What follows belongs to an exercise in optimizing a design on an open flow for small area, a short achievable clock period and few clock cycles; a production flow would make more cautious choices.
The RTL was checked by simulation tests, not by an equivalence proof against the original design.

==> design/flow/design.v <==
module divr127 #(parameter WN=23) (
  input signed [WN-1:0] c,     
  output [WN-7:0] f,           
  output nz                    
);
  localparam WQ = WN-6;
  wire [WN-1:0] n = c + (127 << (WN-8));
  wire [9:0] s = n[6:0] + n[13:7] + (WN>14 ? n[WN-1:14] >> 0 : 0);
  wire [7:0] s2 = s[6:0] + s[9:7];
  wire [6:0] m = (s2 >= 127) ? s2 - 7'd127 : s2[6:0];
  wire [WQ-1:0] d = n[WQ-1:0] - m;
  wire [WQ-1:0] q = -(d + (d << 7) + (d << 14));
  assign f = q - (1 << (WN-8));
  assign nz = (m != 0);
endmodule
module bfly #(parameter WI=16, WO=16, WN=23) (
  input signed [WI-1:0] tr, ti, br, bi,
  input signed [7:0] wr, wi,
  output signed [WO-1:0] x0r, x0i, x1r, x1i
);
  wire signed [WN-1:0] cr = br*wr - bi*wi;
  wire signed [WN-1:0] ci = br*wi + bi*wr;
  wire signed [WN-7:0] fr, fi;
  wire nzr, nzi;
  divr127 #(WN) dr(.c(cr), .f(fr), .nz(nzr));
  divr127 #(WN) di(.c(ci), .f(fi), .nz(nzi));
  wire signed [WO:0] ur = tr + fr, ui = ti + fi, vr = tr - fr, vi = ti - fi;
  assign x0r = ur + (ur[WO] & nzr);
  assign x0i = ui + (ui[WO] & nzi);
  assign x1r = vr - (nzr & ~vr[WO] & (vr != 0));
  assign x1i = vi - (nzi & ~vi[WO] & (vi != 0));
endmodule
module top(
input rst,clk,
input [7:0]data_in_r,
input [7:0]data_in_i,
input [7:0]data_w_r,
input [7:0]data_w_i,
output [40:0]data_out_r,
output [40:0]data_out_i,
output out_valid
  );
reg [6:0] c;             
reg ov;
reg signed [15:0] or_, oi_;
assign out_valid = ov;
assign data_out_r = {{25{or_[15]}}, or_};
assign data_out_i = {{25{oi_[15]}}, oi_};
wire [6:0] cm = c - 7'd2;
wire [2:0] st = cm[6:4];      
wire [3:0] ta = cm[3:0];
wire act = (c >= 7'd18) && (c <= 7'd113);
always @(posedge clk or negedge rst)
  if (!rst) begin c <= 7'd0; ov <= 1'b0; end
  else begin
    if (c != 7'd114) c <= c + 7'd1;
    ov <= (c >= 7'd82) && (c <= 7'd113);
  end
reg signed [14:0] ur0, ui0;
reg signed [14:0] ur1, ui1;
reg signed [14:0] ur2, ui2;
reg signed [14:0] ur3, ui3;
reg signed [14:0] ur4, ui4;
reg signed [14:0] ur5, ui5;
reg signed [14:0] ur6, ui6;
reg signed [14:0] ur7, ui7;
reg signed [14:0] ur8, ui8;
reg signed [14:0] ur9, ui9;
reg signed [14:0] ur10, ui10;
reg signed [14:0] ur11, ui11;
reg signed [14:0] ur12, ui12;
reg signed [14:0] ur13, ui13;
reg signed [14:0] ur14, ui14;
reg signed [14:0] ur15, ui15;
reg signed [11:0] ur16, ui16;
reg signed [11:0] ur17, ui17;
reg signed [9:0] ur18, ui18;
reg signed [9:0] ur19, ui19;
reg signed [9:0] ur20, ui20;
reg signed [9:0] ur21, ui21;
reg signed [9:0] ur22, ui22;
reg signed [14:0] lr0, li0;
reg signed [14:0] lr1, li1;
reg signed [14:0] lr2, li2;
reg signed [14:0] lr3, li3;
reg signed [14:0] lr4, li4;
reg signed [14:0] lr5, li5;
reg signed [14:0] lr6, li6;
reg signed [14:0] lr7, li7;
reg signed [14:0] lr8, li8;
reg signed [14:0] lr9, li9;
reg signed [14:0] lr10, li10;
reg signed [14:0] lr11, li11;
reg signed [14:0] lr12, li12;
reg signed [14:0] lr13, li13;
reg signed [14:0] lr14, li14;
reg signed [14:0] lr15, li15;
reg signed [14:0] lr16, li16;
reg signed [14:0] lr17, li17;
reg signed [14:0] lr18, li18;
reg signed [14:0] lr19, li19;
reg signed [14:0] lr20, li20;
reg signed [14:0] lr21, li21;
reg signed [14:0] lr22, li22;
reg signed [14:0] lr23, li23;
reg signed [7:0] xr, xi;
reg signed [7:0] w1r0, w1i0;
reg signed [7:0] w2r0, w2i0;
reg signed [7:0] w2r1, w2i1;
reg signed [7:0] w3r0, w3i0;
reg signed [7:0] w3r1, w3i1;
reg signed [7:0] w3r2, w3i2;
reg signed [7:0] w3r3, w3i3;
reg signed [7:0] w4r0, w4i0;
reg signed [7:0] w4r1, w4i1;
reg signed [7:0] w4r2, w4i2;
reg signed [7:0] w4r3, w4i3;
reg signed [7:0] w4r4, w4i4;
reg signed [7:0] w4r5, w4i5;
reg signed [7:0] w4r6, w4i6;
reg signed [7:0] w4r7, w4i7;
reg signed [7:0] w5r0, w5i0;
reg signed [7:0] w5r1, w5i1;
reg signed [7:0] w5r2, w5i2;
reg signed [7:0] w5r3, w5i3;
reg signed [7:0] w5r4, w5i4;
reg signed [7:0] w5r5, w5i5;
reg signed [7:0] w5r6, w5i6;
reg signed [7:0] w5r7, w5i7;
reg signed [7:0] w5r8, w5i8;
reg signed [7:0] w5r9, w5i9;
reg signed [7:0] w5r10, w5i10;
reg signed [7:0] w5r11, w5i11;
reg signed [7:0] w5r12, w5i12;
reg signed [7:0] w5r13, w5i13;
reg signed [7:0] w5r14, w5i14;
reg signed [7:0] w5r15, w5i15;
wire signed [14:0] t_r, t_i, b_r, b_i;
reg signed [14:0] tr_, ti_, br_, bi_;
reg signed [7:0] wr_, wi_;
wire signed [15:0] x0r, x0i, x1r, x1i;
bfly #(.WI(15), .WO(16), .WN(23)) bf(.tr(tr_), .ti(ti_), .br(br_), .bi(bi_), .wr(wr_), .wi(wi_),
  .x0r(x0r), .x0i(x0i), .x1r(x1r), .x1i(x1i));
always @* begin
  case (st)
    3'd1: begin tr_ = ur16; ti_ = ui16; br_ = xr; bi_ = xi; end
    3'd2: case (ta)
      4'd0: begin tr_ = ur15; ti_ = ui15; br_ = ur7; bi_ = ui7; end
      4'd1: begin tr_ = lr16; ti_ = li16; br_ = lr8; bi_ = li8; end
      4'd2: begin tr_ = ur15; ti_ = ui15; br_ = ur7; bi_ = ui7; end
      4'd3: begin tr_ = lr16; ti_ = li16; br_ = lr8; bi_ = li8; end
      4'd4: begin tr_ = ur15; ti_ = ui15; br_ = ur7; bi_ = ui7; end
      4'd5: begin tr_ = lr16; ti_ = li16; br_ = lr8; bi_ = li8; end
      4'd6: begin tr_ = ur15; ti_ = ui15; br_ = ur7; bi_ = ui7; end
      4'd7: begin tr_ = lr16; ti_ = li16; br_ = lr8; bi_ = li8; end
      4'd8: begin tr_ = ur22; ti_ = ui22; br_ = ur14; bi_ = ui14; end
      4'd9: begin tr_ = lr23; ti_ = li23; br_ = lr15; bi_ = li15; end
      4'd10: begin tr_ = ur22; ti_ = ui22; br_ = ur14; bi_ = ui14; end
      4'd11: begin tr_ = lr23; ti_ = li23; br_ = lr15; bi_ = li15; end
      4'd12: begin tr_ = ur22; ti_ = ui22; br_ = ur14; bi_ = ui14; end
      4'd13: begin tr_ = lr23; ti_ = li23; br_ = lr15; bi_ = li15; end
      4'd14: begin tr_ = ur22; ti_ = ui22; br_ = ur14; bi_ = ui14; end
      4'd15: begin tr_ = lr23; ti_ = li23; br_ = lr15; bi_ = li15; end
    endcase
    3'd3: case (ta)
      4'd0: begin tr_ = ur15; ti_ = ui15; br_ = ur11; bi_ = ui11; end
      4'd1: begin tr_ = ur15; ti_ = ui15; br_ = ur11; bi_ = ui11; end
      4'd2: begin tr_ = lr17; ti_ = li17; br_ = lr13; bi_ = li13; end
      4'd3: begin tr_ = lr17; ti_ = li17; br_ = lr13; bi_ = li13; end
      4'd4: begin tr_ = ur17; ti_ = ui17; br_ = ur13; bi_ = ui13; end
      4'd5: begin tr_ = ur17; ti_ = ui17; br_ = ur13; bi_ = ui13; end
      4'd6: begin tr_ = lr19; ti_ = li19; br_ = lr15; bi_ = li15; end
      4'd7: begin tr_ = lr19; ti_ = li19; br_ = lr15; bi_ = li15; end
      4'd8: begin tr_ = ur15; ti_ = ui15; br_ = ur11; bi_ = ui11; end
      4'd9: begin tr_ = ur15; ti_ = ui15; br_ = ur11; bi_ = ui11; end
      4'd10: begin tr_ = lr17; ti_ = li17; br_ = lr13; bi_ = li13; end
      4'd11: begin tr_ = lr17; ti_ = li17; br_ = lr13; bi_ = li13; end
      4'd12: begin tr_ = ur17; ti_ = ui17; br_ = ur13; bi_ = ui13; end
      4'd13: begin tr_ = ur17; ti_ = ui17; br_ = ur13; bi_ = ui13; end
      4'd14: begin tr_ = lr19; ti_ = li19; br_ = lr15; bi_ = li15; end
      4'd15: begin tr_ = lr19; ti_ = li19; br_ = lr15; bi_ = li15; end
    endcase
    3'd4: case (ta)
      4'd0: begin tr_ = ur15; ti_ = ui15; br_ = ur11; bi_ = ui11; end
      4'd1: begin tr_ = ur15; ti_ = ui15; br_ = ur11; bi_ = ui11; end
      4'd2: begin tr_ = ur15; ti_ = ui15; br_ = ur11; bi_ = ui11; end
      4'd3: begin tr_ = ur15; ti_ = ui15; br_ = ur11; bi_ = ui11; end
      4'd4: begin tr_ = lr19; ti_ = li19; br_ = lr15; bi_ = li15; end
      4'd5: begin tr_ = lr19; ti_ = li19; br_ = lr15; bi_ = li15; end
      4'd6: begin tr_ = lr19; ti_ = li19; br_ = lr15; bi_ = li15; end
      4'd7: begin tr_ = lr19; ti_ = li19; br_ = lr15; bi_ = li15; end
      4'd8: begin tr_ = ur15; ti_ = ui15; br_ = ur11; bi_ = ui11; end
      4'd9: begin tr_ = ur15; ti_ = ui15; br_ = ur11; bi_ = ui11; end
      4'd10: begin tr_ = ur15; ti_ = ui15; br_ = ur11; bi_ = ui11; end
      4'd11: begin tr_ = ur15; ti_ = ui15; br_ = ur11; bi_ = ui11; end
      4'd12: begin tr_ = lr19; ti_ = li19; br_ = lr15; bi_ = li15; end
      4'd13: begin tr_ = lr19; ti_ = li19; br_ = lr15; bi_ = li15; end
      4'd14: begin tr_ = lr19; ti_ = li19; br_ = lr15; bi_ = li15; end
      4'd15: begin tr_ = lr19; ti_ = li19; br_ = lr15; bi_ = li15; end
    endcase
    3'd5: case (ta)
      4'd0: begin tr_ = ur15; ti_ = ui15; br_ = ur7; bi_ = ui7; end
      4'd1: begin tr_ = ur15; ti_ = ui15; br_ = ur7; bi_ = ui7; end
      4'd2: begin tr_ = ur15; ti_ = ui15; br_ = ur7; bi_ = ui7; end
      4'd3: begin tr_ = ur15; ti_ = ui15; br_ = ur7; bi_ = ui7; end
      4'd4: begin tr_ = ur15; ti_ = ui15; br_ = ur7; bi_ = ui7; end
      4'd5: begin tr_ = ur15; ti_ = ui15; br_ = ur7; bi_ = ui7; end
      4'd6: begin tr_ = ur15; ti_ = ui15; br_ = ur7; bi_ = ui7; end
      4'd7: begin tr_ = ur15; ti_ = ui15; br_ = ur7; bi_ = ui7; end
      4'd8: begin tr_ = lr23; ti_ = li23; br_ = lr15; bi_ = li15; end
      4'd9: begin tr_ = lr23; ti_ = li23; br_ = lr15; bi_ = li15; end
      4'd10: begin tr_ = lr23; ti_ = li23; br_ = lr15; bi_ = li15; end
      4'd11: begin tr_ = lr23; ti_ = li23; br_ = lr15; bi_ = li15; end
      4'd12: begin tr_ = lr23; ti_ = li23; br_ = lr15; bi_ = li15; end
      4'd13: begin tr_ = lr23; ti_ = li23; br_ = lr15; bi_ = li15; end
      4'd14: begin tr_ = lr23; ti_ = li23; br_ = lr15; bi_ = li15; end
      4'd15: begin tr_ = lr23; ti_ = li23; br_ = lr15; bi_ = li15; end
    endcase
    default: begin tr_ = ur15; ti_ = ui15; br_ = lr15; bi_ = li15; end
  endcase
  case (st)
    3'd1: begin wr_ = w1r0; wi_ = w1i0; end
    3'd2: begin wr_ = w2r1; wi_ = w2i1; end
    3'd3: begin wr_ = w3r1; wi_ = w3i1; end
    3'd4: begin wr_ = w4r1; wi_ = w4i1; end
    3'd5: begin wr_ = w5r1; wi_ = w5i1; end
    default: begin wr_ = w5r1; wi_ = w5i1; end
  endcase
end
wire ld_x = (c >= 7'd1) && (c <= 7'd16);
wire s5 = (st == 3'd5);
always @(posedge clk) begin
  xr <= data_in_r; xi <= data_in_i;
  ur0 <= ld_x ? {{7{data_in_r[7]}}, data_in_r} : (s5 ? tr_ : x0r[14:0]);
  ui0 <= ld_x ? {{7{data_in_i[7]}}, data_in_i} : (s5 ? ti_ : x0i[14:0]);
  lr0 <= s5 ? br_ : x1r[14:0];
  li0 <= s5 ? bi_ : x1i[14:0];
  or_ <= (st == 3'd6) ? x1r : x0r;
  oi_ <= (st == 3'd6) ? x1i : x0i;
  ur1 <= ur0;
  ui1 <= ui0;
  ur2 <= ur1;
  ui2 <= ui1;
  ur3 <= ur2;
  ui3 <= ui2;
  ur4 <= ur3;
  ui4 <= ui3;
  ur5 <= ur4;
  ui5 <= ui4;
  ur6 <= ur5;
  ui6 <= ui5;
  ur7 <= ur6;
  ui7 <= ui6;
  ur8 <= ur7;
  ui8 <= ui7;
  ur9 <= ur8;
  ui9 <= ui8;
  ur10 <= ur9;
  ui10 <= ui9;
  ur11 <= ur10;
  ui11 <= ui10;
  ur12 <= ur11;
  ui12 <= ui11;
  ur13 <= ur12;
  ui13 <= ui12;
  ur14 <= ur13;
  ui14 <= ui13;
  ur15 <= ur14;
  ui15 <= ui14;
  ur16 <= ur15[11:0];
  ui16 <= ui15[11:0];
  ur17 <= ur16;
  ui17 <= ui16;
  ur18 <= ur17[9:0];
  ui18 <= ui17[9:0];
  ur19 <= ur18;
  ui19 <= ui18;
  ur20 <= ur19;
  ui20 <= ui19;
  ur21 <= ur20;
  ui21 <= ui20;
  ur22 <= ur21;
  ui22 <= ui21;
  lr1 <= lr0;
  li1 <= li0;
  lr2 <= lr1;
  li2 <= li1;
  lr3 <= lr2;
  li3 <= li2;
  lr4 <= lr3;
  li4 <= li3;
  lr5 <= lr4;
  li5 <= li4;
  lr6 <= lr5;
  li6 <= li5;
  lr7 <= lr6;
  li7 <= li6;
  lr8 <= lr7;
  li8 <= li7;
  lr9 <= lr8;
  li9 <= li8;
  lr10 <= lr9;
  li10 <= li9;
  lr11 <= lr10;
  li11 <= li10;
  lr12 <= lr11;
  li12 <= li11;
  lr13 <= lr12;
  li13 <= li12;
  lr14 <= lr13;
  li14 <= li13;
  lr15 <= lr14;
  li15 <= li14;
  lr16 <= lr15;
  li16 <= li15;
  lr17 <= lr16;
  li17 <= li16;
  lr18 <= lr17;
  li18 <= li17;
  lr19 <= lr18;
  li19 <= li18;
  lr20 <= lr19;
  li20 <= li19;
  lr21 <= lr20;
  li21 <= li20;
  lr22 <= lr21;
  li22 <= li21;
  lr23 <= lr22;
  li23 <= li22;
  w1r0 <= (c >= 7'd1 && c <= 7'd1) ? data_w_r : w1r0;
  w1i0 <= (c >= 7'd1 && c <= 7'd1) ? data_w_i : w1i0;
  w2r0 <= (c >= 7'd2 && c <= 7'd3) ? data_w_r : w2r1;
  w2r1 <= w2r0;
  w2i0 <= (c >= 7'd2 && c <= 7'd3) ? data_w_i : w2i1;
  w2i1 <= w2i0;
  w3r0 <= (c >= 7'd4 && c <= 7'd7) ? data_w_r : w3r3;
  w3r1 <= w3r0;
  w3r2 <= w3r1;
  w3r3 <= w3r2;
  w3i0 <= (c >= 7'd4 && c <= 7'd7) ? data_w_i : w3i3;
  w3i1 <= w3i0;
  w3i2 <= w3i1;
  w3i3 <= w3i2;
  w4r0 <= (c >= 7'd8 && c <= 7'd15) ? data_w_r : w4r7;
  w4r1 <= w4r0;
  w4r2 <= w4r1;
  w4r3 <= w4r2;
  w4r4 <= w4r3;
  w4r5 <= w4r4;
  w4r6 <= w4r5;
  w4r7 <= w4r6;
  w4i0 <= (c >= 7'd8 && c <= 7'd15) ? data_w_i : w4i7;
  w4i1 <= w4i0;
  w4i2 <= w4i1;
  w4i3 <= w4i2;
  w4i4 <= w4i3;
  w4i5 <= w4i4;
  w4i6 <= w4i5;
  w4i7 <= w4i6;
  w5r0 <= (c >= 7'd16 && c <= 7'd31) ? data_w_r : w5r15;
  w5r1 <= w5r0;
  w5r2 <= w5r1;
  w5r3 <= w5r2;
  w5r4 <= w5r3;
  w5r5 <= w5r4;
  w5r6 <= w5r5;
  w5r7 <= w5r6;
  w5r8 <= w5r7;
  w5r9 <= w5r8;
  w5r10 <= w5r9;
  w5r11 <= w5r10;
  w5r12 <= w5r11;
  w5r13 <= w5r12;
  w5r14 <= w5r13;
  w5r15 <= w5r14;
  w5i0 <= (c >= 7'd16 && c <= 7'd31) ? data_w_i : w5i15;
  w5i1 <= w5i0;
  w5i2 <= w5i1;
  w5i3 <= w5i2;
  w5i4 <= w5i3;
  w5i5 <= w5i4;
  w5i6 <= w5i5;
  w5i7 <= w5i6;
  w5i8 <= w5i7;
  w5i9 <= w5i8;
  w5i10 <= w5i9;
  w5i11 <= w5i10;
  w5i12 <= w5i11;
  w5i13 <= w5i12;
  w5i14 <= w5i13;
  w5i15 <= w5i14;
end
endmodule
==> design/flow/run.sh <==
#!/bin/bash
# synth_recipe.tcl (not shown) runs the flow's synth.tcl, then flattens the netlist and writes it again
# the make line also repeats each setting of config.mk as NAME=value (left out here)
make -C /OpenROAD-flow-scripts/flow DESIGN_CONFIG=/design/flow/config.mk WORK_HOME=/design/flow/orfs CLKGATE_MAP_FILE= SYNTH_SCRIPT=/design/flow/synth_recipe.tcl finish
==> design/flow/config.mk <==
export PLATFORM = sky130hd
export DESIGN_NAME = top
export DESIGN_NICKNAME = top
export VERILOG_FILES = /design/flow/design.v
export SDC_FILE = /design/flow/constraint.sdc
export NUM_CORES = 4
export LEC_CHECK = 0
export CAP_MARGIN = 20
export CORE_MARGIN = 2
export CORE_UTILIZATION = 40
export SLEW_MARGIN = 20
==> design/flow/constraint.sdc <==
create_clock -name core_clock -period 90.0 [get_ports {clk}]
set_input_delay 18.0000 -clock core_clock [delete_from_list [all_inputs] [get_ports {clk}]]
set_output_delay 18.0000 -clock core_clock [all_outputs]
set_load 0.01 [all_outputs]
==> summary.txt <==
Status
  – Status: finished clean

Critical path
  – WS Path Type: reg2reg
  – Largest delay share family, worst path: adder cells
  – WP data required: around 91000 ps
  – WP buf/inv: 11
  – Peak per-stage delay on the critical path: 850 ps
  – Worst path slowest cell: o22a_1
  – CP endpoint kind: flop
  – Crit path DAT: 23080 ps
  – Worst Path Max Fanout: 27
  – Most frequent CP cell: ha_1
  – Startpoint types: flop

Global routing
  – Initial antenna violation count: 4
  – GR Util All Layers: 0.2010
  – Met3 Track Usage GR: 0.03418
  – Met1 usage: 0.2803
  – Met2 Use GR: 0.3148
  – Vias in the first global route: around 47k
  – GRT overflow: 0
  – First-pass GRT wire length: 284200 um
  – Largest net degree at the start of global routing: 64
  – Top Usage Layer GRT: met2

STA
  – RSZ-0062 raised after global routing: false
  – Crit share post-route: 0.2490
  – Period minus WS final: around 22000 ps
  – Max frequency: ~0.045 GHz
  – Min Hold Slack: approximately 290 ps
  – Tightest Pin Transition: about 1100 ps
  – Final Skew: between 30 and 40 ps
  – Worst rel slew slack: 0.2524
  – Endpoints failing setup: 0
  – Setup_tns: 0 ps
  – Worst setup margin: 67590 ps
  – Max-slew violation count: 0
  – Hold Vio Cnt, Final: 0

Clock tree
  – Clk root buf: clkbuf_16
  – H-Tree Depth: 4
  – Clock Pin Slew Worst Setup and Hold Paths: ~70 ps
  – CTS Buf Count: roughly 180
  – CTS tree: yes
  – Total clock sinks: 1900
  – Resized cells post-CTS: 0
  – Worst-Skew Late Latency: 800 ps
  – Max clock buf depth: 3
  – Setup Buffers After CTS: 0
  – Hold_buf cts: 0

Route
  – Total Wirelength: between 150000 and 200000 um
  – Number of remaining DRC errors: 0
  – ANT nets after route: 0
  – DR iter-0 viols: roughly 4k
  – Vias per cell: between 5 and 6
  – Via count: between 40k and 50k
  – Wirelength per Cell: around 20 um
  – First-pass iteration count of the detailed router: 8

Placement
  – DPL Wire Length: roughly 130000 um
  – Placed Area: ~0.077 sq mm
  – Buffers added on ports: around 120
  – Cell total after placement: between 8k and 9k
  – Routability cong.: between 0.9 and 1
  – Dpl ws: 67730 ps

Layout
  – Final Cell Area: roughly 0.083 sq mm
  – Layout cells sized above 1: 0.08714
  – Non-Filler Instances: 9073
  – Nets: about 7.4k
  – Biggest regs: oi_: 16 flops, or_: 16 flops
  – # fillers: between 15k and 20k
  – Syn-to-layout area delta: 13.87%

Yosys
  – Library cells used by synthesis: 93
  – Syn Inst Count: ~6.5k
  – Cell Area, Synth: 0.07267 sq mm
  – Register area share after synthesis: 0.5262
  – Async SR Flop Fraction: 0.004211
  – Syn_nets: 7291
  – Syn Area/Cell: 11.27 sq um
  – Yosys warnings: 1
  – Synth Flop Type: dfxtp_1
  – #FFs+latches synth: 1900
  – EDFF count, synth: 16

Die
  – # rows: between 150 and 200
  – Die area: roughly 0.19 sq mm
  – Core ar.: ~0.18 sq mm
  – Initial core utilization: 0.4025
  – Io pins: about 120
  – Die width: about 430 um
  – Die Y: about 430 um

Hold path
  – Hold Path Class: reg2reg

Job
  – Max_cap viols: 0
==> final timing paths <==
kind	from	end	slack (ps)	cells after the start
min in group asynchronous	rst	ov$_DFF_PN0_	17600	1
max in group asynchronous	rst	c[1]$_DFFE_PN0P_	71990	1
max	c[2]$_DFFE_PN0P_	oi_[11]$_DFF_P_	67590	82
max reg2reg	c[2]$_DFFE_PN0P_	oi_[11]$_DFF_P_	67590	82
min reg2reg	li14[14]$_DFF_P_	li15[14]$_DFF_P_	290	0
min	li14[14]$_DFF_P_	li15[14]$_DFF_P_	290	0
==> Yosys cell counts (12+ instances only) <==
cell type	number	area share
o31ai_1	15	0.0015
ha_1	321	0.055
xor2_1	72	0.0087
o221ai_1	13	0.0016
nor2b_1	32	0.0028
or2_2	36	0.0031
and2_1	21	0.0018
inv_1	682	0.035
buf_2	12	0.00083
nand2b_1	83	0.0071
a211oi_1	15	0.0015
nor3_1	40	0.0028
nand2_1	488	0.025
buf_4	52	0.0054
o22ai_1	32	0.0028
o21a_1	22	0.0023
nor2_1	490	0.025
a222oi_1	77	0.011
a221o_1	31	0.0043
o211ai_1	21	0.0022
o21bai_1	25	0.0026
or3_1	20	0.0017
mux2i_1	55	0.0076
and3_1	37	0.0032
nand4_1	19	0.0016
buf_1	28	0.0014
a21boi_0	13	0.0013
o22a_1	20	0.0024
nand3_1	42	0.0029
a22oi_1	14	0.0014
a31oi_1	18	0.0015
fa_1	485	0.13
a21o_1	46	0.0048
a221oi_1	45	0.0054
o21ai_0	196	0.013
a21oi_1	299	0.021
clkbuf_1	191	0.0099
mux2_2	90	0.014
dfxtp_1	1876	0.52
edfxtp_1	16	0.0066
xnor2_1	192	0.023
==> worst register-to-register path: cells and delay by family, from the launching register on <==
| kind | cells | cell delay (ps) |
|---|---|---|
| xor gates and xnor gates | 6 | 1510 |
| adders and majority gates | 19 | 7610 |
| AOI/OAI and AO/OA | 24 | 7000 |
| buffers and inverters | 11 | 1610 |
| DFF | 1 | 580 |
| and+or+nand+nor | 22 | 4010 |
==> area by class of cell <==
type                            count  area [sq um]  area share
Antenna cell                        1         2.502  0.00003024
Clock buffer                      246          5060     0.06115
Clock inverter                     71          1030     0.01244
Tap cell                         2370          2965     0.03583
Inverter                          683          2564     0.03098
Multi-Input combinational cell   3583         30930      0.3738
Sequential cell                  1900         38240      0.4621
Timing Repair Buffer              219          1959     0.02368
==> placed cells by master (no fill, tap or decap), drive strengths merged, types with 17 or more instances in the layout <==
cell type and n:
a221o 31, nand2 488, o21bai 25, nand3 43
xnor2 194, a21oi 299, a21o 46, o21a 23
nor2b 32, clkdlybuf4s50 116, and3 37, o22ai 33
and2 22, nand4 19, a222oi 77, dfxtp 1876
bufinv 17, nand2b 83, ha 321, nor2 491
mux2i 55, o21ai 207, a31oi 18, clkbuf 246
clkinv 32, or2 37, mux2 90, buf 103
nor3 43, o22a 20, a221oi 45, or3 20
o211ai 21, inv 697, xor2 74, fa 485
==> per-stage QoR <==
stage,util
final,0.4583
after global routing,0.4583
after CTS,0.4583
after detailed placement,0.4246
after global placement,0.4246
after floorplan,-
==> per-layer routing <==
metal | vias to the layer above | share of wire
met5 | - | 0
met4 | 0 | 0.032
li1 | 21260 | -
met2 | 1627 | 0.45
met1 | 22440 | 0.45
met3 | 288 | 0.070
==> logic make-up after synthesis <==
family | count (synthesis) | synth area share
buf+inv | 968 | 0.05310
mux | 145 | 0.02152
flops | 1900 | 0.5262
fa+ha+maj | 807 | 0.1890
simple gates | 1359 | 0.08340
xor+xnor | 276 | 0.03519
compound gates | 996 | 0.09161
Testbench counts, summed over its fixed seeds: cycles 5,472.

==> separate check: timing with driven ports <==
In the flow no input, the clock included, has a driving cell. The finished layout below was timed again as built, in two steps.
Step 1 (the two cells are an assumption about what drives the block):
set clk [get_ports {clk}]
set_driving_cell -lib_cell sky130_fd_sc_hd__clkbuf_16 $clk
set_driving_cell -lib_cell sky130_fd_sc_hd__buf_2 [delete_from_list [all_inputs] $clk]
Step 2 times the ports against the registers' clock, not the clock port: input delays grow and output delays shrink by t, the midpoint of the rising clock arrivals with the driver on.
Three values: no drivers, after step 1, after step 2; two values: the first two.
t (ns): 0.865
slack for setup (ns): 67.589 / 67.589 / 67.589
cell pins on the clock port's net: 1
After both steps this run still meets setup and hold. The setup slack of this run moves by 0.000 ns with the drivers and by 0.000 ns with both steps.
